This is an optimization exercise on Yosys and OpenROAD, whose aim is small area and a short achievable clock period, not a production implementation.
Function was checked by simulation only, so behaviour that the tests miss may differ from the original.
Power and IR drop assume default switching activity.

**design/flow/flow/run.sh**
```bash
#!/bin/bash
# The standard layout, with plain buffers (not delay cells) on the ports.
set -euo pipefail
bash standard.sh "BUFFER_PORTS_ARGS=-buffer_cell sky130_fd_sc_hd__buf_1" finish > standard.log 2>&1
```
**design/flow/standard.sh**
```bash
#!/bin/bash
# synth_recipe.tcl (not shown) runs the flow's synth.tcl, then flattens the netlist and writes it again
# the make line also repeats each setting of config.mk as NAME=value (left out here)
make -C /OpenROAD-flow-scripts/flow DESIGN_CONFIG=/design/flow/config.mk WORK_HOME=/design/flow/orfs CLKGATE_MAP_FILE= SYNTH_SCRIPT=/design/flow/synth_recipe.tcl "${@:-finish}"
```
**design/flow/config.mk**
```make
export PLATFORM = sky130hd
export DESIGN_NAME = DLX_top
export DESIGN_NICKNAME = DLX_top
export VERILOG_FILES = /design/flow/design.v
export SDC_FILE = /design/flow/constraint.sdc
export NUM_CORES = 4
export LEC_CHECK = 0
export CAP_MARGIN = 20
export CORE_MARGIN = 2
export CORE_UTILIZATION = 40
export SETUP_SLACK_MARGIN = 1.7
export SLEW_MARGIN = 20
```
**design/flow/constraint.sdc**
```tcl
create_clock -name core_clock -period 4.5 [get_ports {clk}]
set_input_delay 0.9000 -clock core_clock [delete_from_list [all_inputs] [get_ports {clk}]]
set_output_delay 0.9000 -clock core_clock [all_outputs]
set_load 0.01 [all_outputs]
```
**design/flow/design.v**
```verilog
`timescale 1ns / 1ps
module stage1(
input logic clk, rst,
input logic enable_ex,
input logic [31:0] src1, src2, imm,
input logic [6:0] control_in,
input logic [31:0] mem_data_read_in,
output logic mem_data_wr_en,
output logic [31:0] mem_data_write_out,
output logic [31:0] p_q, g_q,
output logic [8:0] n_q,         
output logic cin_q, hadd_q, fill_q, shr_q, shl_q, upd_a_q,
output logic [1:0] cmode_q       
    );
logic [2:0] operation, opselect;
logic immp_regn;
assign {operation, immp_regn, opselect} = control_in;
assign mem_data_write_out = src2;
assign mem_data_wr_en = (opselect == 3'b100) && immp_regn;
logic [31:0] a, a_rev;
for (genvar i = 0; i < 32; i++) begin : g_rev
    assign a_rev[i] = a[31-i];
end
assign a = src1;
logic arith, memrd, shift, issue;
assign issue = enable_ex & ~rst;
assign arith = (opselect == 3'b001);
assign memrd = (opselect == 3'b101) && immp_regn;
assign shift = (opselect == 3'b000);
logic [31:0] bm, b;
assign bm = memrd ? mem_data_read_in : immp_regn ? imm : src2;
logic lhg;
assign lhg = arith && (operation == 3'b111);
assign b = {lhg ? bm[15:0] : bm[31:16], bm[15:0]};
logic shl_op;
assign shl_op = shift & ~operation[1];
logic [31:0] x;
assign x = shl_op ? a_rev : a ^ {32{operation[1]}};
logic [3:0] t_lo, t_mid, t_hi;
logic addop;
logic cin, hadd, fill, shr, shl, upd, upd_a;
logic [1:0] cm, cmode;
always_comb begin
    t_lo = 4'b0000;
    addop = 1'b0;
    cin = 1'b0;
    hadd = 1'b0;
    fill = 1'b0;
    shr = 1'b0;
    shl = 1'b0;
    upd = 1'b0;
    cm = 2'd0;
    if (arith) begin
        upd = 1'b1;
        case (operation)
            3'b000:  begin t_lo = 4'b0110; addop = 1'b1; cm = 2'd2; end
            3'b010:  begin t_lo = 4'b0110; addop = 1'b1; cin = 1'b1; cm = 2'd2; end   
            3'b001: begin t_lo = 4'b0110; addop = 1'b1; hadd = 1'b1; cm = 2'd3; end
            3'b011:  begin t_lo = 4'b0101; cm = 2'd1; end
            3'b100:  t_lo = 4'b1000;
            3'b101:   t_lo = 4'b1110;
            3'b110:  t_lo = 4'b1001;                    
            default: begin t_lo = 4'b0000; cm = 2'd1; end
        endcase
    end else if (memrd) begin
        upd = (operation != 3'b011);
        cm = (operation != 3'b011) ? 2'd1 : 2'd0;
        t_lo = 4'b1010;
    end else if (shift) begin
        upd = ~operation[2];
        shl = ~operation[1];
        shr = operation[1];
        fill = operation[0] & operation[1] & a[31];
        t_lo = operation[1] ? 4'b0011 : 4'b1100;  
    end
end
assign upd_a = upd & issue;
assign cmode = issue ? cm : 2'd0;
always_comb begin
    t_mid = t_lo;
    t_hi = t_lo;
    if (lhg) t_hi = 4'b1010;
    if (memrd) begin
        if (operation[1:0] == 2'b00) t_mid = {4{~operation[2] & mem_data_read_in[7]}};
        if (operation[1] == 1'b0) t_hi = {4{~operation[2] & (operation[0] ? mem_data_read_in[15] : mem_data_read_in[7])}};
    end
end
logic [31:0] p, g;
for (genvar i = 0; i < 32; i++) begin : g_p
    if (i < 8) assign p[i] = t_lo[{x[i], b[i]}];
    else if (i < 16) assign p[i] = t_mid[{x[i], b[i]}];
    else assign p[i] = t_hi[{x[i], b[i]}];
end
assign g = addop ? x & b : 32'b0;
logic [4:0] n;
assign n = imm[2] ? src2[4:0] : imm[10:6];
always_ff@(posedge clk) begin
    p_q <= p;
    g_q <= g;
    n_q <= {n[4], 4'b1 << n[3:2], 4'b1 << n[1:0]};
    cin_q <= cin;
    hadd_q <= hadd;
    fill_q <= fill;
    shr_q <= shr;
    shl_q <= shl;
    upd_a_q <= upd_a;
    cmode_q <= cmode;
end
endmodule
`timescale 1ns / 1ps
module stage2(
input logic clk, rst,
input logic [31:0] p, g,
input logic [8:0] n,             
input logic cin, hadd, fill, shr, shl, upd_a,
input logic [1:0] cmode,
output logic [31:0] aluout,
output logic carry
);
function automatic logic [65:0] sk_level(input logic [32:0] p_in, g_in, input int l);
    logic [32:0] p_out, g_out;
    for (int i = 0; i < 33; i++) begin
        if ((i >> l) & 1) begin
            g_out[i] = p_in[i] ? g_in[((i >> l) << l) - 1] : g_in[i];
            p_out[i] = p_in[i] & p_in[((i >> l) << l) - 1];
        end else begin
            g_out[i] = g_in[i];
            p_out[i] = p_in[i];
        end
    end
    sk_level = {g_out, p_out};
endfunction
logic [32:0] pp0, pp1, pp2, pp3, pp4, pp5, gg0, gg1, gg2, gg3, gg4, gg5, gg6, pp6;
logic [32:0] c;
assign pp0 = {p, 1'b0};
assign gg0 = {g, cin};
assign {gg1, pp1} = sk_level(pp0, gg0, 0);
assign {gg2, pp2} = sk_level(pp1, gg1, 1);
assign {gg3, pp3} = sk_level(pp2, gg2, 2);
assign {gg4, pp4} = sk_level(pp3, gg3, 3);
assign {gg5, pp5} = sk_level(pp4, gg4, 4);
assign {gg6, pp6} = sk_level(pp5, gg5, 5);
assign c = gg6;
logic [31:0] sum, sh, sh_rev, res;
assign sum = p ^ c[31:0];
logic [3:0] s0, s1;
assign s0 = n[3:0];
assign s1 = n[7:4];
logic [34:0] e0;
logic [43:0] e1;
logic [31:0] l0, l1;
assign e0 = {{3{fill}}, p};
for (genvar i = 0; i < 32; i++) begin : g_l0
    assign l0[i] = (s0[0] & e0[i]) | (s0[1] & e0[i+1]) | (s0[2] & e0[i+2]) | (s0[3] & e0[i+3]);
end
assign e1 = {{12{fill}}, l0};
for (genvar i = 0; i < 32; i++) begin : g_l1
    assign l1[i] = (s1[0] & e1[i]) | (s1[1] & e1[i+4]) | (s1[2] & e1[i+8]) | (s1[3] & e1[i+12]);
end
assign sh = n[8] ? {{16{fill}}, l1[31:16]} : l1;
for (genvar i = 0; i < 32; i++) begin : g_rev
    assign sh_rev[i] = sh[31-i];
end
always_comb begin
    if (shr) res = sh;
    else if (shl) res = sh_rev;
    else if (hadd) res = {{16{sum[15]}}, sum[15:0]};
    else res = sum;
end
logic cres;
always_comb begin
    case (cmode)
        2'd0: cres = carry;
        2'd1: cres = 1'b0;
        2'd2: cres = p[31] ^ c[32];
        default: cres = c[16];
    endcase
end
always_ff@(posedge clk) begin
    if (rst) begin
        aluout <= 32'b0;
        carry <= 1'b0;
    end else begin
        if (upd_a) aluout <= res;
        carry <= cres;
    end
end
endmodule
`timescale 1ns / 1ps
module DLX_top(
input logic clk, rst,
input logic enable_ex,
input logic [31:0] src1, src2, imm,
input logic [6:0] control_in,
input logic [31:0] mem_data_read_in,
output logic mem_data_wr_en,
output logic [31:0] mem_data_write_out,
output logic [31:0]aluout,
output logic carry
);
logic [31:0] p, g;
logic [8:0] n;
logic cin, hadd, fill, shr, shl, upd_a;
logic [1:0] cmode;
stage1 s1(clk, rst, enable_ex, src1, src2, imm, control_in, mem_data_read_in,
          mem_data_wr_en, mem_data_write_out,
          p, g, n, cin, hadd, fill, shr, shl, upd_a, cmode);
stage2 uut(clk, rst, p, g, n, cin, hadd, fill, shr, shl, upd_a, cmode, aluout, carry);
endmodule
```
==> results of run 1 <==
[worst register-to-register path: cells and delay by family, from the launching register on]
family	cells	cell delay, ps
multiplexers	1	250
AO/OA/AOI/OAI	6	1700
AND/OR/NAND/NOR	1	70
flip-flops	1	580
[cell usage in the layout, fill, tap and decap left out, drive strengths merged, types with 16 or more instances in the layout]
cell type and n:
a211oi 17, a21oi 56, a22o 22, a22oi 71, buf 223, clkbuf 22, dfxtp 114, inv 25
mux2 42, mux2i 64, mux4 16, nand2 157, nand2b 16, nand3 27, nor2 87, nor3 26
nor3b 20, o211ai 29, o21ai 134
[final timing paths]
check	startpoint	slack (ps)	to	cells past startpoint
hold / removal	uut.aluout[15]	460	uut.aluout[15]	2
setup / recovery	control_in[1]	1820	s1.p_q[30]	7
setup reg to reg	s1.p_q[5]	1840	uut.aluout[19]	8
hold reg to reg	uut.aluout[15]	460	uut.aluout[15]	2
[metal layers]
layer	vias to the layer above	track usage (%)	share of wire, %
li1	4833	-	-
met1	4857	38.0	43
met2	539	45.8	45
met3	84	4.74	7.7
met4	0	13.1	4.8
met5	-	0	0
[power by group through the flow]
| stage | Sequential [mW] | Combinational, mW | Clock (mW) |
|---|---|---|---|
| 2_1_floorplan | 1.12 | 0.689 | 0 |
| 6_report | 1.25 | 0.882 | 1.31 |
| 5_1_grt | 1.26 | 0.953 | 1.37 |
| 4_1_cts | 1.24 | 0.859 | 1.32 |
| 3_5_place_dp | 1.26 | 0.852 | 0 |
| 3_3_place_gp | 1.26 | 0.847 | 0 |
[state kept, by name (all words and copies together) (netlist names), 2 cells and up]
| register | flops |
|---|---|
| s1.cmode_q | 2 |
| s1.p_q | 32 |
| s1.g_q | 32 |
| s1.n_q | 9 |
| uut.aluout | 32 |
[per-stage QoR]
step	power [mW]	cells	util (%)	hold slack, ps	instance area (um^2)
2_1_floorplan	1.80	1252	-	486	9530
3_3_place_gp	2.11	1648	43.4	448	10200
3_5_place_dp	2.11	1648	43.4	457	10200
4_1_cts	3.42	1682	46.0	465	10800
5_1_grt	3.58	1683	46.4	493	10900
6_report	3.44	1683	46.4	461	10900
[kinds of logic (layout without fill, tap and decap cells)]
family          count (synthesis)  after routing  synth area share (%)
mux                           122            122                  15.5
buf+inv                       173            285                  8.31
flops                         114            114                  24.0
compound gates                441            441                  31.6
xor+xnor                       23             23                  2.12
fa+ha+maj                       2              2                 0.263
simple gates                  377            377                  18.2
[final cells by class]
| cell class | count | share of cell area (%) |
|---|---|---|
| Tap cell | 319 | 3.68 |
| Multi-Input combinational cell | 965 | 59.9 |
| Sequential cell | 114 | 21.2 |
| Timing Repair Buffer | 226 | 8.97 |
| Inverter | 27 | 0.934 |
| Clock buffer | 19 | 4.08 |
| Clock inverter | 13 | 1.27 |
[timing repair]
| action | in CTS | in global routing |
|---|---|---|
| gates resized for setup | 24 | 25 |
| pin swaps | 1 | 1 |
| buffers inserted | 2 | 1 |
| setup endpoints to repair | 40 | 41 |
==> reports/metrics.yaml, run 1 <==
status: "timing/DRC/antenna clean"
firstDrtPassIters: 6
multiInputGateArea_um2: 6500
grt_max_degree: 44
syn2layout_area_growth_pct: 14.1
synth_area_leaders: "dfxtp_1 24%, o21ai_0 6.9%, mux2i_1 6.7%"
ant_nets: 0
die_w_um: 158
start_kind: "primary input"
antenna_found_initial: 0
grt_pass1_vias: 9349
nNetsFinal: 1491
synthFlopType: "dfxtp_1"
cts_buffers: 17
cp_slowest_cell: "mux4_2"
vias: 10313
port_buffers: 203
initial_core_util_pct: 40.6
drive_above_1_share_pct: 11.5
synth_area_per_cell_um2: 7.60
crit_type: "primary input to register"
fin_ws_ps: 1820
core_um2: 23400
synth_area_leader_cell: "dfxtp_1"
clk_path_buf_depth: 2
p_clk_share_pct: 38.0
crit_family: "compound AO/OA/AOI/OAI gates"
cts_tree: "done"
synthesis.nets: 1392
first_iter_violations: 1052
grt.overflow.total: 0
layout_min_cycle_time_ps: 2680
p_int_mw: 2.25
max_freq_mhz: 373
ys_seq_area_share_pct: 24.0
yosysWarnings: 2
vias_per_cell: 6.13
clockRootBuffer: "clkbuf_16"
synth_edf_count: 0
cap_violations: 0
yosysMostFrequentCell: "nand2_1"
final_max_slew_viol_count: 0
end_kind: "register"
path_cells: "buf_1 > nand4b_1 > buf_4 > buf_4 > o21ai_0 > o21ai_0 > mux4_2"
fin_tns_setup_ps: 0
max_slew.worst_pin.slew_ps: 1090
max_stage_delay_ps: 560
finClkSkew_ps: 11.5
pwr-share-seq_pct: 36.4
rsz0062_at_grt: "yes"
synth_top_area_share_pct: 24.0
worstPathRequired_ps: 4790
powerDensity_nw_per_um2: 317
syn_area_um2: 9510
async_flop_share_pct: 0
grt.total_usage_pct: 28.7
switching_share_pct: 34.7
syn-instance-count: 1252
critPathArrivalTime_ps: 2980
power_switching_mw: 1.19
grt_pass1_wl_um: 54400
critPathBufInv: 3
antennaDiodeCount: 0
post-route-period-util_pct: 59.7
cts.sinks: 114
dieHeight_um: 158
pwr-share-comb_pct: 25.7
dpl.hpwl_um: 28300
hold_path.class: "register to register"
drc: 0
cts_max_level: 4
fp-row-count: 56
drt_wl_total_um: 36200
register_area_um2: 2300
synth_cell_types: 75
slew_headroom_pct: 27.1
wl_per_cell_um: 21.5
dp_slack_ps: 878
ys_ff_latch: 114
die_area_um2: 25000
gp_congestion: 1.05
cp_max_fo: 18
ctsHoldBuffers: 0
synthTopCellsByCount: "157 x nand2_1, 132 x o21ai_0, 114 x dfxtp_1, 87 x nor2_1, 81 x clkbuf_1"
p_leak_nw: 4.01
hold_violations: 0
ios: 204
cts.clk_slew.worst_paths_ps: 60
setup_viol: 0
clk_latency_ps: 420
fillers: 2401
peakVddDrop_v: 0.000275
==> run 2, diff against run 1 <==
--- a/design/flow/config.mk
+++ b/design/flow/config.mk
@@ -8,5 +8,6 @@
 export CAP_MARGIN = 20
 export CORE_MARGIN = 2
 export CORE_UTILIZATION = 40
-export SETUP_SLACK_MARGIN = 1.7
+export SETUP_SLACK_MARGIN = 2.0
 export SLEW_MARGIN = 20
+export TNS_END_PERCENT = 0
==> run 2 against run 1 <==
Total power rose by 3.3%; sequential share of layout area shrank 0.18 points; combinational power increased by 8.5%; via count rose by 0.21%; routed wire length is 7.5% higher; synthesized cell count unchanged; non-clock buffer count up 9; clock-buffer cell count is the same; first-iteration DRC count up 11%; clock skew up 5.6 ps; sequential power is essentially flat; largest cell class unchanged.
==> reports/metrics.yaml, run 2 <==
status: "timing/DRC/antenna clean"
grt.overflow.total: 0  # unchanged
clk_latency_ps: 430  # about the same
cp_slowest_cell: "mux4_2"
ios: 204  # unchanged
setup_viol: 0  # unchanged
finish.utilization_pct: 47.3  # +0.97 points
worstPathRequired_ps: 4800  # about the same
crit_type: "primary input to register"
fin_tns_setup_ps: 0  # unchanged
crit_end: "s1.p_q[25]"
synth_area_per_cell_um2: 7.60  # unchanged
ys_seq_area_share_pct: 24.0  # unchanged
crit_start: "control_in[3]"
grt_max_degree: 56  # +27%
synth_top_area_share_pct: 24.0  # unchanged
clk_path_buf_depth: 2  # unchanged
worstReg2RegStart: "s1.p_q[3]"
layout_min_cycle_time_ps: 2640  # -44.2 ps
powerDensity_nw_per_um2: 321  # +1.2%
finClkSkew_ps: 17.1  # +5.61 ps
syn2layout_area_growth_pct: 16.5
crit_family: "multiplexers"
grt.total_usage_pct: 31.0  # +2.3 points
synthesis.nets: 1392  # unchanged
synthTopCellsByCount: "157 x nand2_1, 132 x o21ai_0, 114 x dfxtp_1, 87 x nor2_1, 81 x clkbuf_1"
peakVddDrop_v: 0.000246  # -10%
mostFrequentLayoutCell: "buf_1"
synth_area_leaders: "dfxtp_1 24%, o21ai_0 6.9%, mux2i_1 6.7%"
hold_path.class: "register to register"
cts_tree: "done"
synth_cell_types: 75  # unchanged
vias: 10335  # +0.21%
slew_headroom_pct: 36.2  # +9.1 points
max_stage_delay_ps: 480  # -80 ps
synth_area_leader_cell: "dfxtp_1"
die_w_um: 158  # unchanged
max_freq_mhz: 379  # +1.7%
antennaDiodeCount: 0  # unchanged
cts.clk_slew.worst_paths_ps: 60  # about the same
post-route-period-util_pct: 58.7  # -0.98 points
die_area_um2: 25000  # unchanged
ys_ff_latch: 114  # unchanged
critPathBufInv: 3  # unchanged
vias_per_cell: 6.11  # -0.32%
layout_common_cells: "198 x buf_1, 156 x nand2_1, 92 x dfxtp_1"
antenna_found_initial: 1  # +1
cts_buffers: 17  # unchanged
cap_violations: 0  # unchanged
initial_core_util_pct: 40.6  # unchanged
end_kind: "register"
final_max_slew_viol_count: 0  # unchanged
worst-path-stages: 8  # +1
cts_max_level: 4  # unchanged
cp_max_fo: 16  # -2
p_leak_nw: 4.07  # +1.6%
wl_per_cell_um: 23.0  # +6.9%
first_iter_violations: 1172  # +11%
critPathArrivalTime_ps: 2940  # -40 ps
dpl.hpwl_um: 29800  # +5.6%
hold_violations: 0  # unchanged
fp-row-count: 56  # unchanged
reg2regPathDepth: 8  # unchanged
cts.sinks: 114  # unchanged
ant_nets: 0  # unchanged
gp_congestion: 0.987  # -5.9%
drt_wl_total_um: 38900  # +7.5%
r2r_setup_slack_ps: 1920  # +80 ps
core_um2: 23400  # unchanged
port_buffers: 203  # unchanged
reg.largest.list: "s1.g_q: 32 flops, s1.p_q: 32 flops, uut.aluout: 32 flops"
synth_edf_count: 0  # unchanged
drive_above_1_share_pct: 13.6  # +2.1 points
reg2reg_to: "uut.aluout[19]"
path_cells: "clkbuf_2 > buf_12 > buf_4 > mux2i_1 > nand2_1 > o21ai_1 > o21ai_1 > mux4_2"
synthFlopType: "dfxtp_1"
dieHeight_um: 158  # unchanged
yosysWarnings: 2  # unchanged
async_flop_share_pct: 0  # unchanged
syn_area_um2: 9510  # unchanged
yosysMostFrequentCell: "nand2_1"
syn-instance-count: 1252  # unchanged
grt_pass1_vias: 9612  # +2.8%
drc: 0  # unchanged
nNetsFinal: 1500  # +0.60%
firstDrtPassIters: 6  # unchanged
start_kind: "primary input"
crit_top_cell: "o21ai_1"
grt_pass1_wl_um: 57900  # +6.5%
clockRootBuffer: "clkbuf_16"
rsz0062_at_grt: "yes"
max_slew.worst_pin.slew_ps: 956  # -136 ps
run 2: final cells by class:
| cell class | instances | area (um^2) |
|---|---|---|
| Multi-Input combinational cell | 965 | 6580 |
| Tap cell | 319 | 399 |
| Timing Repair Buffer | 235 | 1080 |
| Clock inverter | 13 | 153 |
| Fill cell | 2389 | 12300 |
| Clock buffer | 19 | 443 |
| Inverter | 27 | 101 |
| Sequential cell | 114 | 2320 |
run 2: report_power, final:
part           internal [mW]  switching (mW)  leakage, nW  total (mW)
clock network          0.837           0.520        0.281        1.36
logic                  0.371           0.586         2.85       0.957
registers               1.07           0.163        0.939        1.24
run 2: metrics by stage:
step	power [mW]	setup WS, ps	hold slack, ps	instance area [um^2]	std cells
floorplan	1.81	1940	486	9590	1252
global placement	2.14	1180	449	10200	1650
detailed placement	2.14	1120	460	10200	1650
CTS	3.51	1900	470	10900	1685
global route	3.68	1830	495	11100	1692
finish	3.55	1860	466	11100	1692
run 2: how the worst min path moves through the flow:
| stage | cells after the start | slack, ps | startpoint | to |
|---|---|---|---|---|
| global route | 2 | 500 | uut.aluout[3] | uut.aluout[3] |
| global placement | 2 | 450 | uut.aluout[15] | uut.aluout[15] |
| floorplan | 2 | 490 | uut.aluout[15] | uut.aluout[15] |
| CTS | 2 | 470 | uut.aluout[3] | uut.aluout[3] |
| detailed placement | 2 | 460 | uut.aluout[3] | uut.aluout[3] |
| finish | 2 | 470 | uut.aluout[3] | uut.aluout[3] |
run 2: timing repair:
| action | 4_1_cts | 5_1_grt |
|---|---|---|
| hold buffers | 0 | 0 |
| pin swaps | 2 | 4 |
| setup buffers | 2 | 7 |
| setup endpoints to repair | 57 | 71 |
| resized for setup | 40 | 38 |
| gates cloned | 1 | 0 |
run 2: kinds of logic after synthesis:
kind of cell / count (synthesis) / share of synthesized area (%)
adder cells (fa/ha/maj): 2 / 0.263
buffers and inverters: 173 / 8.31
AO/OA/AOI/OAI: 441 / 31.6
AND/OR/NAND/NOR: 377 / 18.2
flip-flops: 114 / 24.0
multiplexers: 122 / 15.5
XOR/XNOR: 23 / 2.12
run 2: metal layers:
metal | up-vias | track usage (%) | wire length [um]
met5 | - | 0 | 12
met4 | 2 | 16.7 | 2390
met3 | 111 | 5.91 | 3240
met2 | 626 | 50.6 | 17500
met1 | 4731 | 38.6 | 15800
li1 | 4865 | - | -
run 2: worst min-delay path, delay by kind of cell, from the launching register on:
family          cells  cell delay [ps]
simple gates        1               60
flops               1              310
compound gates      1               50
==> run 3, diff against run 2 <==
--- a/design/flow/config.mk
+++ b/design/flow/config.mk
@@ -10,4 +10,3 @@
 export CORE_UTILIZATION = 40
 export SETUP_SLACK_MARGIN = 2.0
 export SLEW_MARGIN = 20
-export TNS_END_PERCENT = 0
==> run 3 against run 2 <==
Still clean; clock-buffer cell count increased by 1; via count increased by 2.3%; register-to-register slack improved by 60 ps; flip-flop and latch count unchanged; synthesized area unchanged; routed wire length decreased by 5.5%; worst setup slack improved by 120 ps; global-route usage decreased by 2.4 points; die area unchanged.
==> reports/metrics.yaml, run 3 <==
status: "timing/DRC/antenna clean"
cap_violations: 0  # unchanged
worstPathRequired_ps: 4830  # +30 ps
max_freq_mhz: 397  # +4.8%
drc: 0  # unchanged
ant_nets: 0  # unchanged
synthFlopType: "dfxtp_1"
dieHeight_um: 158  # unchanged
start_kind: "register"
core_um2: 23400  # unchanged
synth_top_area_share_pct: 24.0  # unchanged
grt_pass1_vias: 9466  # -1.5%
cts_buffers: 17  # unchanged
yosysMostFrequentCell: "nand2_1"
fin_tns_setup_ps: 0  # unchanged
syn_area_um2: 9510  # unchanged
synthTopCellsByCount: "157 x nand2_1, 132 x o21ai_0, 114 x dfxtp_1, 87 x nor2_1, 81 x clkbuf_1"
multiInputGateArea_um2: 6820  # +3.6%
drive_above_1_share_pct: 17.3  # +3.7 points
synthSimpleGateAreaFrac_pct: 18.2  # unchanged
cts_tree: "done"
syn2layout_area_growth_pct: 20.7
synth_area_per_cell_um2: 7.60  # unchanged
antenna_found_initial: 0  # -1
mostFrequentLayoutCell: "buf_1"
die_area_um2: 25000  # unchanged
grt.overflow.total: 0  # unchanged
synth_adder_area_share_pct: 0.263  # unchanged
synth_edf_count: 0  # unchanged
port_buffers: 203  # unchanged
cts_max_level: 4  # unchanged
clockRootBuffer: "clkbuf_16"
vias_per_cell: 6.20  # +1.5%
hold_violations: 0  # unchanged
grt_max_degree: 75  # +34%
powerDensity_nw_per_um2: 319  # -0.52%
layout_min_cycle_time_ps: 2520  # -120 ps
synthesis.nets: 1392  # unchanged
max_slew.worst_pin.slew_ps: 976  # +19.7 ps
synth_area_leaders: "dfxtp_1 24%, o21ai_0 6.9%, mux2i_1 6.7%"
clk_latency_ps: 420  # about the same
gp_congestion: 0.955  # -3.2%
synth_area_leader_cell: "dfxtp_1"
cts.clk_slew.worst_paths_ps: 60  # about the same
drt_wl_total_um: 36800  # -5.5%
synthMuxAreaShare_pct: 15.5  # unchanged
slew_headroom_pct: 34.9  # -1.3 points
firstDrtPassIters: 8  # +2
synth_compound_area_share_pct: 31.6  # unchanged
layout_common_cells: "197 x buf_1, 156 x nand2_1, 87 x nor2_1, 87 x dfxtp_1, 72 x o21ai_0"
peakVddDrop_v: 0.000262  # +6.2%
synthXorXnorAreaFrac_pct: 2.12  # unchanged
grt_pass1_wl_um: 54200  # -6.3%
wl_per_cell_um: 21.6  # -6.2%
rsz0062_at_grt: "yes"
ios: 204  # unchanged
final_area_um2: 11500  # +3.6%
critPathArrivalTime_ps: 2850  # -90 ps
reg.largest.list: "s1.g_q: 32 flops, s1.p_q: 32 flops, uut.aluout: 32 flops"
fp-row-count: 56  # unchanged
finClkSkew_ps: 9.73  # -7.35 ps
yosysWarnings: 2  # unchanged
synth_top_family_by_area: "compound AO/OA/AOI/OAI gates"
vias: 10571  # +2.3%
nNetsFinal: 1512  # +0.80%
crit_type: "register to register"
ys_ff_latch: 114  # unchanged
grt.total_usage_pct: 28.6  # -2.4 points
final_max_slew_viol_count: 0  # unchanged
ys_seq_area_share_pct: 24.0  # unchanged
setup_viol: 0  # unchanged
p_leak_nw: 4.21  # +3.4%
initial_core_util_pct: 40.6  # unchanged
hold_path.class: "register to register"
cts.sinks: 114  # unchanged
synth_cell_types: 75  # unchanged
die_w_um: 158  # unchanged
cp_max_fo: 7  # -9
place_area_um2: 10200  # about the same
clk_path_buf_depth: 2  # unchanged
end_kind: "register"
register_area_um2: 2340  # +0.59%
async_flop_share_pct: 0  # unchanged
first_iter_violations: 1151  # -1.8%
post-route-period-util_pct: 56.0  # -2.7 points
dpl.hpwl_um: 27300  # -8.4%
fillers: 2355  # -1.4%
syn-instance-count: 1252  # unchanged
run 3: changes by cell type in the layout (fill, tap and decap cells not counted), sizes merged:
cell	change
bufinv	+2
inv	-3
diode	+1
nand3	+2
buf	+7
clkbuf	+4
run 3: repair_timing:
| item | CTS | global route |
|---|---|---|
| gates cloned | 2 | 2 |
| hold buffers | 0 | 0 |
| setup buffers | 15 | 7 |
| resized for setup | 85 | 54 |
| pin swaps | 9 | 11 |
| endpoints found under the setup margin | 88 | 50 |
run 3: cells by family (layout without fill, tap and decap cells):
family / after synthesis / in the layout
XOR/XNOR: 23 / 23
buffers and inverters: 173 / 304
AND/OR/NAND/NOR: 377 / 379
multiplexers: 122 / 122
other: 0 / 1
AO/OA/AOI/OAI: 441 / 441
flip-flops: 114 / 114
adder cells (fa/ha/maj): 2 / 2
run 3: cell type report:
cell class | instances | share of cell area (%)
Timing Repair Buffer | 245 | 10.3
Clock inverter | 12 | 1.57
Inverter | 27 | 0.926
Tap cell | 319 | 3.48
Antenna cell | 1 | 0.0218
Multi-Input combinational cell | 967 | 59.4
Clock buffer | 20 | 3.98
Sequential cell | 114 | 20.4
run 3: critical path, cell delays in order, from the launching register on:
cell      delay (ps)
dfxtp_2          350
mux2i_4          210
o211ai_4         230
a22oi_4          140
o22ai_1          340
o21ai_1          220
or4b_1           500
a31o_2           240
a211oi_1         200
run 3: worst paths after layout:
path / from / end / slack, ps / cells after the start
min reg2reg: uut.aluout[15] / uut.aluout[15] / 470 / 2
min: uut.aluout[15] / uut.aluout[15] / 470 / 2
max reg2reg: s1.p_q[0] / uut.aluout[14] / 1980 / 8
max: s1.p_q[0] / uut.aluout[14] / 1980 / 8
run 3: where the power goes:
| part | internal (mW) | switching (mW) | total, mW |
|---|---|---|---|
| Combinational | 0.388 | 0.584 | 0.972 |
| Clock | 0.956 | 0.492 | 1.45 |
| Sequential | 1.08 | 0.164 | 1.24 |
| Total | 2.42 | 1.24 | 3.66 |
run 3: per-layer routing:
layer | wire (um) | share of wire, % | up-vias | GRT usage (%)
li1 | - | - | 4894 | -
met5 | 0 | 0 | - | 0
met4 | 2040 | 5.5 | 0 | 16.2
met2 | 16500 | 45 | 649 | 44.6
met3 | 3540 | 9.6 | 109 | 5.50
met1 | 14700 | 40 | 4919 | 37.1
run 3: metrics by stage:
step                      util (%)  setup WS [ps]  hold WS (ps)  cells  power, mW
after floorplan                  -           1940           486   1252       1.82
after global placement        43.5            998           457   1646       2.11
after detailed placement      43.5            885           460   1646       2.12
after CTS                     47.8           1990           469   1695       3.60
after global routing          49.0           1900           499   1704       3.78
final                         49.1           1980           466   1705       3.66
==> run 4, diff against run 3 <==
--- a/design/flow/config.mk
+++ b/design/flow/config.mk
@@ -8,5 +8,6 @@
 export CAP_MARGIN = 20
 export CORE_MARGIN = 2
 export CORE_UTILIZATION = 40
+export CTS_BUF_LIST = sky130_fd_sc_hd__clkbuf_4 sky130_fd_sc_hd__clkbuf_8
 export SETUP_SLACK_MARGIN = 2.0
 export SLEW_MARGIN = 20
==> run 4 against run 3 <==
Fmax shrank 0.91%; flip-flop and latch count is the same; combinational power shrank 0.4%; total power shrank 10%; hold slack gained 3.2 ps; clock skew grew 9.3 ps; non-clock buffer count shrank 4; sequential power is essentially flat; synthesized area is the same; critical path type is now primary input to register.
==> reports/metrics.yaml, run 4 <==
status: "timing/DRC/antenna clean"
grt.total_usage_pct: 28.4  # -0.18 points
gp_congestion: 0.955  # unchanged
reg2regPathDepth: 8  # unchanged
vias_per_cell: 6.17  # -0.44%
die_w_um: 158  # unchanged
post-route-period-util_pct: 56.5  # +0.52 points
core_um2: 23400  # unchanged
cp_slowest_cell: "o21ai_0"
initial_core_util_pct: 40.6  # unchanged
grt_pass1_vias: 9473  # +0.074%
end_kind: "register"
final_max_slew_viol_count: 0  # unchanged
hold_path.class: "register to register"
mostFrequentLayoutCell: "buf_1"
reg.largest.list: "s1.g_q: 32 flops, s1.p_q: 32 flops, uut.aluout: 32 flops"
ios: 204  # unchanged
synthXorXnorAreaFrac_pct: 2.12  # unchanged
min_from: "uut.aluout[15]"
cp_max_fo: 24  # +17
synthFlopType: "dfxtp_1"
max_stage_delay_ps: 390  # -110 ps
cts.clk_slew.worst_paths_ps: 70  # about the same
clk_latency_ps: 450  # +30 ps
min_to: "uut.aluout[15]"
syn-instance-count: 1252  # unchanged
path_cells: "buf_2 > nor3_4 > buf_8 > mux2_2 > o21ai_2 > mux2i_1 > o21ai_0"
worstPathRequired_ps: 4780  # -50 ps
fillers: 2363  # +0.34%
yosysMostFrequentCell: "nand2_1"
finish.utilization_pct: 48.2  # -0.89 points
grt_pass1_wl_um: 54000  # -0.29%
crit_type: "primary input to register"
grt.overflow.total: 0  # unchanged
max_freq_mhz: 393  # -0.91%
antennaDiodeCount: 0  # -1
fin_tns_setup_ps: 0  # unchanged
critPathArrivalTime_ps: 2820  # -30 ps
synth_edf_count: 0  # unchanged
fin_hold_ws_ps: 469  # +3.21 ps
synthesis.nets: 1392  # unchanged
synth_area_leaders: "dfxtp_1 24%, o21ai_0 6.9%, mux2i_1 6.7%"
yosysWarnings: 2  # unchanged
synth_area_per_cell_um2: 7.60  # unchanged
layout_min_cycle_time_ps: 2540  # +23.2 ps
synth_top_area_share_pct: 24.0  # unchanged
synth_compound_area_share_pct: 31.6  # unchanged
drc: 0  # unchanged
synth_area_leader_cell: "dfxtp_1"
die_area_um2: 25000  # unchanged
vias: 10487  # -0.79%
syn_area_um2: 9510  # unchanged
clk_path_buf_depth: 2  # unchanged
syn2layout_area_growth_pct: 18.5
synthSimpleGateAreaFrac_pct: 18.2  # unchanged
cts.sinks: 114  # unchanged
ctsHoldBuffers: 0  # unchanged
finClkSkew_ps: 19.0  # +9.27 ps
max_slew.worst_pin.slew_ps: 948  # -27.3 ps
hold_path_depth: 2  # unchanged
nNetsFinal: 1507  # -0.33%
dp_cells: 1646  # unchanged
synthTopCellsByCount: "157 x nand2_1, 132 x o21ai_0, 114 x dfxtp_1, 87 x nor2_1, 81 x clkbuf_1"
fp-row-count: 56  # unchanged
synth_adder_area_share_pct: 0.263  # unchanged
firstDrtPassIters: 7  # -1
ys_ff_latch: 114  # unchanged
hold_violations: 0  # unchanged
clockRootBuffer: "clkbuf_8"
ant_nets: 0  # unchanged
drt_wl_total_um: 36400  # -1.2%
port_buffers: 203  # unchanged
slew_headroom_pct: 36.7  # +1.8 points
p_leak_nw: 4.13  # -2.0%
rsz0062_at_grt: "yes"
reg2reg_to: "uut.aluout[31]"
cts_tree: "done"
async_flop_share_pct: 0  # unchanged
layoutNonFillerInstCount: 1699  # -0.35%
peakVddDrop_v: 0.000161  # -39%
first_iter_violations: 1131  # -1.7%
synthMuxAreaShare_pct: 15.5  # unchanged
layout_common_cells: "197 x buf_1, 156 x nand2_1, 87 x dfxtp_1"
synth_cell_types: 75  # unchanged
worstReg2RegStart: "s1.p_q[17]"
antenna_found_initial: 0  # unchanged
ys_seq_area_share_pct: 24.0  # unchanged
grt_max_degree: 75  # unchanged
drive_above_1_share_pct: 17.2  # -0.15 points
dpl.hpwl_um: 27300  # unchanged
dieHeight_um: 158  # unchanged
synth_top_family_by_area: "compound AO/OA/AOI/OAI gates"
cts_max_level: 4  # unchanged
powerDensity_nw_per_um2: 292  # -8.5%
cap_violations: 0  # unchanged
r2r_setup_slack_ps: 2070  # +90 ps
wl_per_cell_um: 21.4  # -0.82%
start_kind: "primary input"
cts_buffers: 17  # unchanged
setup_viol: 0  # unchanged
## run 4: cell counts after synthesis
Identical to the previous run, type by type.
## run 4: metrics by stage
step,cell area (um^2),power [mW],setup WS [ps]
after floorplan,9630,1.82,1940
after global placement,10200,2.11,998
after detailed placement,10200,2.12,885
after CTS,11000,3.24,2000
after global routing,11300,3.42,1950
final,11300,3.29,1960
## run 4: metal layers
layer	track usage, %	part of all wire [%]
met5	0	0
met4	14.3	5.0
met2	44.9	45
met3	4.71	8.4
met1	37.5	41
## run 4: layout make-up
| cell class | instances | area (um^2) | share of cell area [%] |
|---|---|---|---|
| timing repair buffer | 241 | 1170 | 10.3 |
| sequential | 114 | 2340 | 20.8 |
| inverter | 27 | 106 | 0.943 |
| multi-input combinational | 966 | 6810 | 60.4 |
| clock inverter | 12 | 180 | 1.60 |
| clock buffer | 20 | 269 | 2.39 |
| tap | 319 | 399 | 3.54 |
## run 4: worst max-delay path, delay by kind of cell
kind,cells,cell delay (ps)
muxes,2,500
AOI/OAI and AO/OA,2,690
and+or+nand+nor,1,330
buffers and inverters,2,400
## run 4: cell families (layout without fill, tap and decap cells)
group	Yosys count	count (layout)
multiplexers	122	122
adder cells (fa/ha/maj)	2	2
buffers and inverters	173	300
AO/OA/AOI/OAI	441	441
flip-flops	114	114
XOR/XNOR	23	23
AND/OR/NAND/NOR	377	378
## run 4: power breakdown
part / switching, mW / total [mW] / internal [mW]
Sequential: 0.161 / 1.24 / 1.07
Clock: 0.443 / 1.08 / 0.641
Combinational: 0.581 / 0.968 / 0.388
## run 4: how the worst max path moves through the flow
| stage | start | end | slack [ps] | depth (start not counted) |
|---|---|---|---|---|
| 6_report | control_in[1] | s1.p_q[4] | 1960 | 7 |
| 4_1_cts | s1.p_q[17] | uut.aluout[31] | 2000 | 8 |
| 2_1_floorplan | control_in[0] | s1.p_q[12] | 1940 | 6 |
| 3_5_place_dp | control_in[2] | s1.p_q[29] | 880 | 6 |
| 3_3_place_gp | control_in[5] | s1.p_q[21] | 1000 | 7 |
| 5_1_grt | s1.p_q[23] | uut.aluout[31] | 1950 | 8 |
## run 4: what timing repair did
item,4_1_cts,5_1_grt
pin swaps,7,11
gates cloned,2,1
setup endpoints to repair,87,49
buffers inserted,11,7
gates resized for setup,87,53
hold endpoints to repair,0,0
==> run 5, diff against run 4 <==
==> design/flow/config.mk (replaced) <==
export PLATFORM = sky130hd
export DESIGN_NAME = DLX_top
export DESIGN_NICKNAME = DLX_top
export VERILOG_FILES = /design/flow/design.v
export SDC_FILE = /design/flow/constraint.sdc
export NUM_CORES = 4
export LEC_CHECK = 0
export CAP_MARGIN = 0
export CORE_MARGIN = 2
export CORE_UTILIZATION = 40
export SETUP_SLACK_MARGIN = 2.0
export SLEW_MARGIN = 0
==> run 5 against run 4 <==
Synthesized area did not move; clock skew fell by 9.3 ps; hold slack got worse by 3.2 ps; clock power rose by 34%; fmax rose by 0.92%; non-clock buffer count rose by 4; sequential power barely moved; routed wire length rose by 1.2%; sequential share of layout area fell by 0.40 points; worst setup slack improved by 23 ps; cell count rose by 0.35%; flip-flop and latch count did not move.
==> reports/metrics.yaml, run 5 <==
status: "timing/DRC/antenna clean"
initial_core_util_pct: 40.6  # unchanged
max_stage_delay_ps: 500  # +110 ps
vias_per_cell: 6.20  # +0.45%
fin_tns_setup_ps: 0  # unchanged
antenna_found_initial: 0  # unchanged
final_area_um2: 11500  # +1.8%
ys_seq_area_share_pct: 24.0  # unchanged
crit_family: "compound AO/OA/AOI/OAI gates"
powerDensity_nw_per_um2: 319  # +9.3%
cts.sinks: 114  # unchanged
first_iter_violations: 1151  # +1.8%
synth_cell_types: 75  # unchanged
slew_headroom_pct: 34.9  # -1.8 points
dieHeight_um: 158  # unchanged
clockRootBuffer: "clkbuf_16"
fin_hold_ws_ps: 466  # -3.21 ps
crit_type: "register to register"
peakVddDrop_v: 0.000262  # +63%
finClkSkew_ps: 9.73  # -9.27 ps
port_buffers: 203  # unchanged
max_freq_mhz: 397  # +0.92%
synthesis.nets: 1392  # unchanged
ys_ff_latch: 114  # unchanged
path_cells: "mux2i_4 > o211ai_4 > a22oi_4 > o22ai_1 > o21ai_1 > or4b_1 > a31o_2 > a211oi_1"
cts_buffers: 17  # unchanged
start_kind: "register"
cts.clk_slew.worst_paths_ps: 60  # about the same
ios: 204  # unchanged
gp_congestion: 0.955  # unchanged
m1WireLength_um: 14700  # -1.7%
nNetsFinal: 1512  # +0.33%
clk_latency_ps: 420  # -30 ps
dp_cells: 1646  # unchanged
ant_nets: 0  # unchanged
yosysMostFrequentCell: "nand2_1"
syn-instance-count: 1252  # unchanged
yosysWarnings: 2  # unchanged
worstPathRequired_ps: 4830  # +50 ps
dpl.hpwl_um: 27300  # unchanged
synth_top_area_share_pct: 24.0  # unchanged
synthTopCellsByCount: "157 x nand2_1, 132 x o21ai_0, 114 x dfxtp_1, 87 x nor2_1, 81 x clkbuf_1"
setup_viol: 0  # unchanged
pwr-share-seq_pct: 33.9  # -3.7 points
layoutNonFillerInstCount: 1705  # +0.35%
max_slew.worst_pin.slew_ps: 976  # +27.3 ps
die_area_um2: 25000  # unchanged
layout_min_cycle_time_ps: 2520  # -23.2 ps
synth_area_leader_cell: "dfxtp_1"
synth_area_leaders: "dfxtp_1 24%, o21ai_0 6.9%, mux2i_1 6.7%"
vias: 10571  # +0.80%
cap_violations: 0  # unchanged
rsz0062_at_grt: "yes"
syn2layout_area_growth_pct: 20.7
async_flop_share_pct: 0  # unchanged
firstDrtPassIters: 8  # +1
p_int_mw: 2.42  # +15%
synth_edf_count: 0  # unchanged
cp_max_fo: 7  # -71%
grt.total_usage_pct: 28.6  # +0.18 points
drc: 0  # unchanged
syn_area_um2: 9510  # unchanged
cts_max_level: 4  # unchanged
grt_max_degree: 75  # unchanged
core_um2: 23400  # unchanged
cp_slowest_cell: "or4b_1"
met3_length_um: 3540  # +15%
reg.largest.list: "s1.g_q: 32 flops, s1.p_q: 32 flops, uut.aluout: 32 flops"
critPathArrivalTime_ps: 2850  # +30 ps
post-route-period-util_pct: 56.0  # -0.52 points
synthFlopType: "dfxtp_1"
layout_common_cells: "197 x buf_1, 156 x nand2_1, 87 x nor2_1, 87 x dfxtp_1, 72 x o21ai_0"
fin_ws_ps: 1980  # +23.2 ps
end_kind: "register"
synth_area_per_cell_um2: 7.60  # unchanged
drive_above_1_share_pct: 17.3  # +0.15 points
pwr-share-comb_pct: 26.6  # -2.8 points
final_max_slew_viol_count: 0  # unchanged
die_w_um: 158  # unchanged
ctsHoldBuffers: 0  # unchanged
critPathBufInv: 0  # -2
drt_wl_total_um: 36800  # +1.2%
grt.overflow.total: 0  # unchanged
mostFrequentLayoutCell: "buf_1"
grt_pass1_vias: 9466  # -0.074%
p_clk_share_pct: 39.6  # +6.6 points
wl_met2_um: 16500  # about the same
p_leak_nw: 4.21  # +2.0%
fillers: 2355  # -0.34%
place_area_um2: 10200  # unchanged
grt_pass1_wl_um: 54200  # +0.29%
fp-row-count: 56  # unchanged
hold_violations: 0  # unchanged
top_layer: "met4"
hold_path.class: "register to register"
cts_tree: "done"
power_switching_mw: 1.24  # +4.6%
wl_per_cell_um: 21.6  # +0.83%
switching_share_pct: 33.9  # -2.2 points
clk_path_buf_depth: 2  # unchanged
dp_slack_ps: 885  # unchanged
==> run 5: cell count changes in the layout (fill, tap and decap cells not counted), sizes merged <==
cell / change
clkbuf: -1
buf: +5
diode: +1
nand3: +1
==> run 5: final timing paths <==
check	start	to	slack [ps]	depth (start not counted)
setup / recovery	s1.p_q[0]	uut.aluout[14]	1980	8
setup reg to reg	s1.p_q[0]	uut.aluout[14]	1980	8
hold / removal	uut.aluout[15]	uut.aluout[15]	470	2
hold reg to reg	uut.aluout[15]	uut.aluout[15]	470	2
==> run 5: routing by layer <==
layer	track usage [%]	vias up
met5	0	-
li1	-	4894
met2	44.6	649
met4	16.2	0
met3	5.50	109
met1	37.1	4919
==> run 5: power groups by stage <==
stage	combinational, mW	sequential, mW	clock, mW
after floorplan	0.700	1.12	0
after global placement	0.868	1.24	0
after detailed placement	0.873	1.24	0
after CTS	0.918	1.23	1.46
after global routing	1.04	1.24	1.50
final	0.972	1.24	1.45
==> run 5: logic make-up (layout without fill, tap and decap cells) <==
group	count (synthesis)	after routing	share of synthesized area [%]
mux	122	122	15.5
compound gates	441	441	31.6
other cells	0	1	0
fa+ha+maj	2	2	0.263
flops	114	114	24.0
xor+xnor	23	23	2.12
simple gates	377	379	18.2
buf+inv	173	304	8.31
==> run 5: area by class of cell <==
cell class	count	area, um^2	area share, %
inverter	27	106	0.926
multi-input combinational	967	6820	59.4
timing repair buffer	245	1180	10.3
tap	319	399	3.48
clock inverter	12	180	1.57
clock buffer	20	457	3.98
sequential	114	2340	20.4
antenna	1	2.50	0.0218
==> run 5: metrics by stage <==
stage / util, % / power [mW]
2_1_floorplan: - / 1.82
3_3_place_gp: 43.5 / 2.11
3_5_place_dp: 43.5 / 2.12
4_1_cts: 47.8 / 3.60
5_1_grt: 49.0 / 3.78
6_report: 49.1 / 3.66
==> run 5: tightest hold or removal path, cell delays in order, from the launching register on <==
cell and delay, ps:
dfxtp_1 310, nand2_1 60, a21oi_1 50
==> run 5: timing repair <==
item / in CTS / in global routing
gates cloned: 2 / 2
setup buffers: 15 / 7
setup endpoints to repair: 88 / 50
pin swaps: 9 / 11
gates resized for setup: 85 / 54
==> run 6, diff against run 5 <==
--- a/design/flow/design.v
+++ b/design/flow/design.v
@@ -141,7 +141,7 @@
 assign {gg5, pp5} = sk_level(pp4, gg4, 4);
 assign {gg6, pp6} = sk_level(pp5, gg5, 5);
 assign c = gg6;
-logic [31:0] sum, sh, sh_rev, res;
+logic [31:0] sum, sh, sh_rev;
 assign sum = p ^ c[31:0];
 logic [3:0] s0, s1;
 assign s0 = n[3:0];
@@ -161,11 +161,20 @@
 for (genvar i = 0; i < 32; i++) begin : g_rev
     assign sh_rev[i] = sh[31-i];
 end
-always_comb begin
-    if (shr) res = sh;
-    else if (shl) res = sh_rev;
-    else if (hadd) res = {{16{sum[15]}}, sum[15:0]};
-    else res = sum;
+logic k_shr, k_shl, k_sum_lo, k_sum_hi, k_sext, k_hold;
+assign k_hold   = ~rst & ~upd_a;
+assign k_shr    = ~rst & upd_a & shr;
+assign k_shl    = ~rst & upd_a & shl;
+assign k_sum_lo = ~rst & upd_a & ~shr & ~shl;
+assign k_sum_hi = k_sum_lo & ~hadd;
+assign k_sext   = k_sum_lo & hadd;
+logic [31:0] aluout_d;
+for (genvar i = 0; i < 32; i++) begin : g_d
+    if (i < 16) begin : g_lo
+        assign aluout_d[i] = (k_shr & sh[i]) | (k_shl & sh_rev[i]) | (k_sum_lo & sum[i]) | (k_hold & aluout[i]);
+    end else begin : g_hi
+        assign aluout_d[i] = (k_shr & sh[i]) | (k_shl & sh_rev[i]) | (k_sum_hi & sum[i]) | (k_sext & sum[15]) | (k_hold & aluout[i]);
+    end
 end
 logic cres;
 always_comb begin
@@ -177,13 +186,8 @@
     endcase
 end
 always_ff@(posedge clk) begin
-    if (rst) begin
-        aluout <= 32'b0;
-        carry <= 1'b0;
-    end else begin
-        if (upd_a) aluout <= res;
-        carry <= cres;
-    end
+    aluout <= aluout_d;
+    carry <= ~rst & cres;
 end
 endmodule
 `timescale 1ns / 1ps
--- a/design/flow/config.mk
+++ b/design/flow/config.mk
@@ -5,8 +5,10 @@
 export SDC_FILE = /design/flow/constraint.sdc
 export NUM_CORES = 4
 export LEC_CHECK = 0
-export CAP_MARGIN = 0
+export CAP_MARGIN = 20
 export CORE_MARGIN = 2
 export CORE_UTILIZATION = 40
+export CTS_BUF_LIST = sky130_fd_sc_hd__clkbuf_4 sky130_fd_sc_hd__clkbuf_8
+export GPL_TIMING_DRIVEN = 0
 export SETUP_SLACK_MARGIN = 2.0
-export SLEW_MARGIN = 0
+export SLEW_MARGIN = 20
==> run 6 against run 5 <==
Non-clock buffer count increased by 121; die area decreased by 2.3%; synthesized area decreased by 2.4%; clock skew increased by 3.6 ps; highest routed layer is now met5; via count decreased by 1.3%.
==> reports/metrics.yaml, run 6 <==
max_slew.worst_pin.slew_ps: 739  # -237 ps
start_kind: "primary input"
core_um2: 22700  # -3.0%
grt_max_degree: 17  # -77%
dpl.hpwl_um: 31900  # +17%
synth_area_leader_cell: "dfxtp_1"
fin_tns_setup_ps: 0  # unchanged
post-route-period-util_pct: 56.8  # +0.82 points
grt_pass1_vias: 9765  # +3.2%
hold_violations: 0  # unchanged
cts_tree: "done"
final_area_um2: 11500  # +0.24%
synthMuxAreaShare_pct: 16.1  # +0.62 points
grt.overflow.total: 0  # unchanged
antenna_found_initial: 1  # +1
powerDensity_nw_per_um2: 278  # -13%
end_kind: "register"
cts_buffers: 17  # unchanged
dieHeight_um: 156  # -1.2%
cp_slowest_cell: "mux4_2"
path_cells: "buf_2 > nor2_4 > and2_1 > a21oi_1 > o21ai_4 > nand2b_1 > clkbuf_2 > mux4_2"
clk_path_buf_depth: 2  # unchanged
cts.clk_slew.worst_paths_ps: 80  # +20 ps
reg.largest.list: "s1.g_q: 32 flops, s1.p_q: 32 flops, uut.aluout: 32 flops"
max_stage_delay_ps: 530  # +30 ps
mostFrequentLayoutCell: "buf_1"
critPathBufInv: 2  # +2
syn-instance-count: 1165  # -6.9%
rsz0062_at_grt: "yes"
drc: 0  # unchanged
layout_min_cycle_time_ps: 2560  # +36.8 ps
syn2layout_area_growth_pct: 23.9
finClkSkew_ps: 13.3  # +3.60 ps
firstDrtPassIters: 6  # -2
ys_ff_latch: 114  # unchanged
synth_area_leaders: "dfxtp_1 25%, mux2i_1 6.9%, a22oi_1 5.8%"
yosysWarnings: 2  # unchanged
drt_wl_total_um: 39900  # +8.4%
place_area_um2: 10600  # +4.3%
cap_violations: 0  # unchanged
status: "timing/DRC/antenna clean"
wl_per_cell_um: 23.4  # +8.5%
synthXorXnorAreaFrac_pct: 2.64  # +0.52 points
final_max_slew_viol_count: 0  # unchanged
ctsHoldBuffers: 0  # unchanged
p_leak_nw: 4.27  # +1.5%
max_freq_mhz: 391  # -1.4%
drive_above_1_share_pct: 22.4  # +5.0 points
async_flop_share_pct: 0  # unchanged
ys_seq_area_share_pct: 24.6  # +0.59 points
ios: 204  # unchanged
fillers: 2256  # -4.2%
vias: 10433  # -1.3%
yosysMostFrequentCell: "nand2_1"
die_w_um: 156  # -1.2%
slew_headroom_pct: 50.7  # +16 points
gp_congestion: 1.04  # +8.7%
synth_edf_count: 0  # unchanged
layout_common_cells: "196 x buf_1, 130 x nand2_1, 113 x dfxtp_1"
cts_max_level: 4  # unchanged
hold_path.class: "register to register"
synthesis.nets: 1303  # -6.4%
grt_pass1_wl_um: 59400  # +9.6%
nNetsFinal: 1543  # +2.1%
peakVddDrop_v: 0.000163  # -38%
vias_per_cell: 6.13  # -1.2%
setup_viol: 0  # unchanged
clockRootBuffer: "clkbuf_8"
synth_top_area_share_pct: 24.6  # +0.59 points
cts.sinks: 114  # unchanged
cp_max_fo: 10  # +3
antennaDiodeCount: 0  # -1
synth_area_per_cell_um2: 7.97  # +4.9%
grt.total_usage_pct: 32.3  # +3.7 points
synthFlopType: "dfxtp_1"
die_area_um2: 24400  # -2.3%
syn_area_um2: 9290  # -2.4%
synth_top_family_by_area: "compound AO/OA/AOI/OAI gates"
first_iter_violations: 999  # -13%
fp-row-count: 55  # -1.8%
synth_compound_area_share_pct: 30.5  # -1.1 points
crit_family: "simple AND/OR/NAND/NOR gates"
synth_adder_area_share_pct: 0  # -0.26 points
initial_core_util_pct: 40.9  # +0.24 points
synth_cell_types: 80  # +6.7%
crit_type: "primary input to register"
port_buffers: 200  # -1.5%
synthSimpleGateAreaFrac_pct: 17.5  # -0.71 points
clk_latency_ps: 460  # +40 ps
worstPathRequired_ps: 4810  # -20 ps
ant_nets: 0  # unchanged
critPathArrivalTime_ps: 2870  # +20 ps
synthTopCellsByCount: "131 x nand2_1, 114 x dfxtp_1, 107 x o21ai_0, 72 x a22oi_1, 64 x mux2i_1"
-- run 6: cell families after synthesis --
logic type,Yosys count
AO/OA/AOI/OAI,411
multiplexers,124
buffers and inverters,164
XOR/XNOR,28
AND/OR/NAND/NOR,324
flip-flops,114
-- run 6: per-stage QoR --
stage	cells	hold slack, ps	power, mW	worst slack, ps	util (%)
2_1_floorplan	1165	510	1.75	1990	-
3_3_place_gp	1650	466	2.10	1200	46.8
3_5_place_dp	1650	466	2.10	1210	46.8
4_1_cts	1688	486	3.14	1890	49.2
5_1_grt	1703	505	3.32	1910	50.7
6_report	1703	484	3.20	1940	50.7
-- run 6: worst paths after layout --
kind,from,endpoint,slack (ps),depth (start not counted)
setup / recovery,control_in[1],s1.p_q[27],1940,8
hold reg to reg,uut.aluout[11],uut.aluout[11],480,2
hold / removal,uut.aluout[11],uut.aluout[11],480,2
setup reg to reg,s1.n_q[0],uut.aluout[10],2040,9
-- run 6: power breakdown --
| group | total (mW) | switching, mW | leakage, nW | internal, mW |
|---|---|---|---|---|
| combinational | 1.08 | 0.689 | 3.14 | 0.391 |
| sequential | 1.09 | 0.0293 | 0.929 | 1.06 |
| clock | 1.03 | 0.512 | 0.208 | 0.520 |
| total | 3.20 | 1.23 | 4.27 | 1.97 |
-- run 6: metal layers --
metal  GRT usage, %  up-vias  part of all wire (%)
met5              0        -                 0.023
met4           16.0        2                   4.8
met3           4.51       99                   7.3
met2           53.9      635                    47
met1           40.9     4852                    41
li1               -     4845                     -
-- run 6: tightest hold or removal path: stages, from the launching register on --
cell	delay, ps
dfxtp_1	340
a21oi_1	60
o21ai_0	60
-- run 6: repair_timing --
item                                    in CTS  in global routing
gates resized for setup                     27                 84
endpoints found under the setup margin      44                 60
pin swaps                                    2                 11
setup buffers                                6                 15
-- run 6: cell type report --
type	count	area, um^2	share of cell area [%]
Sequential cell	114	2280	19.8
Inverter	19	71.3	0.620
Multi-Input combinational cell	887	6600	57.3
Timing Repair Buffer	221	913	7.94
Clock buffer	17	234	2.03
Clock inverter	15	184	1.60
Buffer	145	866	7.52
Tap cell	285	357	3.10
==> run 7, diff against run 6 <==
--- a/design/flow/config.mk
+++ b/design/flow/config.mk
@@ -9,6 +9,5 @@
 export CORE_MARGIN = 2
 export CORE_UTILIZATION = 40
 export CTS_BUF_LIST = sky130_fd_sc_hd__clkbuf_4 sky130_fd_sc_hd__clkbuf_8
-export GPL_TIMING_DRIVEN = 0
 export SETUP_SLACK_MARGIN = 2.0
 export SLEW_MARGIN = 20
==> run 7 against run 6 <==
Clock-buffer cell count unchanged; design area down 6.1%; die area did not move; hold slack improved by 9.4 ps; non-clock buffer count fell by 121; synthesized cell count stayed put.
==> reports/metrics.yaml, run 7 <==
peakVddDrop_v: 0.000164  # +0.74%
syn2layout_area_growth_pct: 16.4
synth_area_leader_cell: "dfxtp_1"
drive_above_1_share_pct: 19.0  # -3.4 points
ys_ff_latch: 114  # unchanged
firstDrtPassIters: 8  # +2
dpl.hpwl_um: 29300  # -8.0%
syn-instance-count: 1165  # unchanged
m1WireLength_um: 15500  # -5.1%
ys_seq_area_share_pct: 24.6  # unchanged
hold_violations: 0  # unchanged
synthesis.nets: 1303  # unchanged
clockRootBuffer: "clkbuf_8"
wl_met2_um: 17700  # -5.6%
multiInputGateArea_um2: 6520  # -1.2%
nNetsFinal: 1423  # -7.8%
critPathBufInv: 2  # unchanged
antennaDiodeCount: 0  # unchanged
grt_pass1_wl_um: 56700  # -4.5%
post-route-period-util_pct: 55.0  # -1.8 points
wl_per_cell_um: 24.2  # +3.4%
core_um2: 22700  # unchanged
syn_area_um2: 9290  # unchanged
gp_congestion: 0.969  # -6.7%
grt_pass1_vias: 9349  # -4.3%
critPathArrivalTime_ps: 2800  # -70 ps
slew_headroom_pct: 29.9  # -21 points
cp_max_fo: 33  # +23
ctsHoldBuffers: 0  # unchanged
hold_path.class: "register to register"
max_freq_mhz: 404  # +3.2%
antenna_found_initial: 1  # unchanged
finalPower_mw: 2.99  # -6.5%
cts_max_level: 4  # unchanged
setup_viol: 0  # unchanged
cts.clk_slew.worst_paths_ps: 70  # about the same
clk_latency_ps: 460  # about the same
finClkSkew_ps: 17.9  # +4.56 ps
fin_tns_setup_ps: 0  # unchanged
met3_length_um: 3170  # +9.3%
drc: 0  # unchanged
die_w_um: 156  # unchanged
max_stage_delay_ps: 530  # about the same
cts.sinks: 114  # unchanged
synth_edf_count: 0  # unchanged
r2r_setup_slack_ps: 2030  # about the same
path_cells: "clkbuf_2 > nor2_2 > nand2_1 > or3_1 > buf_12 > o21ai_2 > mux4_2"
layout_min_cycle_time_ps: 2480  # -80.5 ps
clk_path_buf_depth: 2  # unchanged
ant_nets: 0  # unchanged
top_layer: "met5"
synth_top_area_share_pct: 24.6  # unchanged
reg.largest.list: "s1.g_q: 32 flops, s1.p_q: 32 flops, uut.aluout: 32 flops"
async_flop_share_pct: 0  # unchanged
dieHeight_um: 156  # unchanged
die_area_um2: 24400  # unchanged
cts_buffers: 17  # unchanged
synth_area_leaders: "dfxtp_1 25%, mux2i_1 6.9%, a22oi_1 5.8%"
synth_cell_types: 80  # unchanged
grt.total_usage_pct: 31.0  # -1.3 points
worstPathRequired_ps: 4830  # +20 ps
end_kind: "register"
first_iter_violations: 1197  # +20%
drt_wl_total_um: 38300  # -3.9%
layout_common_cells: "196 x buf_1, 131 x nand2_1, 99 x dfxtp_1"
yosysWarnings: 2  # unchanged
crit_type: "primary input to register"
initial_core_util_pct: 40.9  # unchanged
max_slew.worst_pin.slew_ps: 1050  # +311 ps
crit_family: "simple AND/OR/NAND/NOR gates"
grt.overflow.total: 0  # unchanged
yosysMostFrequentCell: "nand2_1"
synth_area_per_cell_um2: 7.97  # unchanged
ios: 204  # unchanged
vias: 10000  # -4.2%
rsz0062_at_grt: "yes"
status: "timing/DRC/antenna clean"
start_kind: "primary input"
fp-row-count: 55  # unchanged
p_leak_nw: 3.83  # -10%
powerDensity_nw_per_um2: 277  # -0.44%
vias_per_cell: 6.32  # +3.1%
mostFrequentLayoutCell: "buf_1"
register_area_um2: 2310  # +1.1%
cap_violations: 0  # unchanged
fillers: 2272  # +0.71%
synthTopCellsByCount: "131 x nand2_1, 114 x dfxtp_1, 107 x o21ai_0, 72 x a22oi_1, 64 x mux2i_1"
cts_tree: "done"
synthFlopType: "dfxtp_1"
finish.utilization_pct: 47.6  # -3.1 points
cp_slowest_cell: "mux4_2"
final_max_slew_viol_count: 0  # unchanged
port_buffers: 203  # +1.5%
grt_max_degree: 42  # +25
## run 7: final timing paths
| kind | start | endpoint | cells after the start |
|---|---|---|---|
| worst max-delay path | control_in[1] | s1.p_q[30] | 7 |
| worst min register to register | uut.aluout[9] | uut.aluout[9] | 2 |
| worst max register to register | s1.p_q[6] | uut.aluout[20] | 7 |
| worst min-delay path | uut.aluout[9] | uut.aluout[9] | 2 |
## run 7: cells by family (layout without fill, tap and decap cells)
group | after synthesis | in the layout | share of synthesized area, %
XOR/XNOR | 28 | 28 | 2.64
AO/OA/AOI/OAI | 411 | 411 | 30.5
flip-flops | 114 | 114 | 24.6
multiplexers | 124 | 124 | 16.1
AND/OR/NAND/NOR | 324 | 325 | 17.5
buffers and inverters | 164 | 296 | 8.66
## run 7: what timing repair did
item                       in CTS  in global routing
cloned                          2                  0
gates resized for setup        35                 35
setup endpoints to repair      80                 46
buffers inserted                9                  1
pin swaps                       4                  4
## run 7: worst min-delay path: cells and delay by family, from the launching register on
family	cells	cell delay (ps)
AOI/OAI and AO/OA	2	120
DFF	1	330
## run 7: per-stage QoR
stage	hold slack (ps)	instance area [um^2]	cells	setup WS [ps]
6_report	493	10800	1583	2020
5_1_grt	515	10800	1583	1960
4_1_cts	497	10700	1582	1990
3_5_place_dp	476	10100	1539	850
3_3_place_gp	452	10100	1539	976
2_1_floorplan	510	9520	1165	1990
## run 7: metal layers
layer	up-vias	GRT usage [%]
li1	4617	-
met2	556	50.3
met5	-	0
met1	4726	39.0
met4	2	16.5
met3	99	5.73
## run 7: where the power goes
part | internal, mW | total [mW] | switching, mW
Sequential | 1.06 | 1.21 | 0.145
Clock | 0.438 | 0.912 | 0.474
Combinational | 0.340 | 0.872 | 0.532
## run 7: area by class of cell
class,instances,area share (%)
multi-input combinational,888,60.3
sequential,114,21.4
timing repair buffer,245,10.9
tap,285,3.30
clock buffer,17,2.17
clock inverter,15,1.25
inverter,19,0.660

## separate check: timing with driven ports
No port has a modelled driver above. Below, the same layouts with a new extraction and two added sets of constraints. Step 1, drivers: a clkbuf_16 drives clk and a buf_2 each remaining input, both assumed. Step 2, shift: input delay + t, output delay - t, t = (earliest + latest rising clock arrival at the registers) / 2. This alone moves slack from input paths to output paths. Slacks: ideal ports / drivers / drivers and shift; pairs: ideal ports / drivers.
| run | t, ns | setup slack, ns | hold slack, ns | clock arrival spread, ns |
|---|---|---|---|---|
| run 1 | 0.463 | 1.816 / 1.825 / 1.377 | 0.461 / 0.461 / 0.461 | 0.012 / 0.011 |
| run 2 | 0.475 | 1.860 / 1.882 / 1.407 | 0.466 / 0.466 / 0.466 | 0.018 / 0.018 |
| run 3 | 0.465 | 1.980 / 1.980 / 1.557 | 0.466 / 0.466 / 0.466 | 0.010 / 0.010 |
| run 4 | 0.481 | 1.956 / 1.981 / 1.499 | 0.469 / 0.469 / 0.469 | 0.019 / 0.019 |
| run 5 | 0.465 | 1.980 / 1.980 / 1.557 | 0.466 / 0.466 / 0.466 | 0.010 / 0.010 |
| run 6 | 0.495 | 1.943 / 1.964 / 1.468 | 0.484 / 0.484 / 0.484 | 0.014 / 0.013 |
| run 7 | 0.498 | 2.023 / 2.030 / 1.550 | 0.493 / 0.493 / 0.493 | 0.021 / 0.020 |
After both steps every run listed still meets setup and hold. For run 6, which loses most, drivers alone change the setup slack by +0.021 ns; drivers and shift together by -0.475 ns.
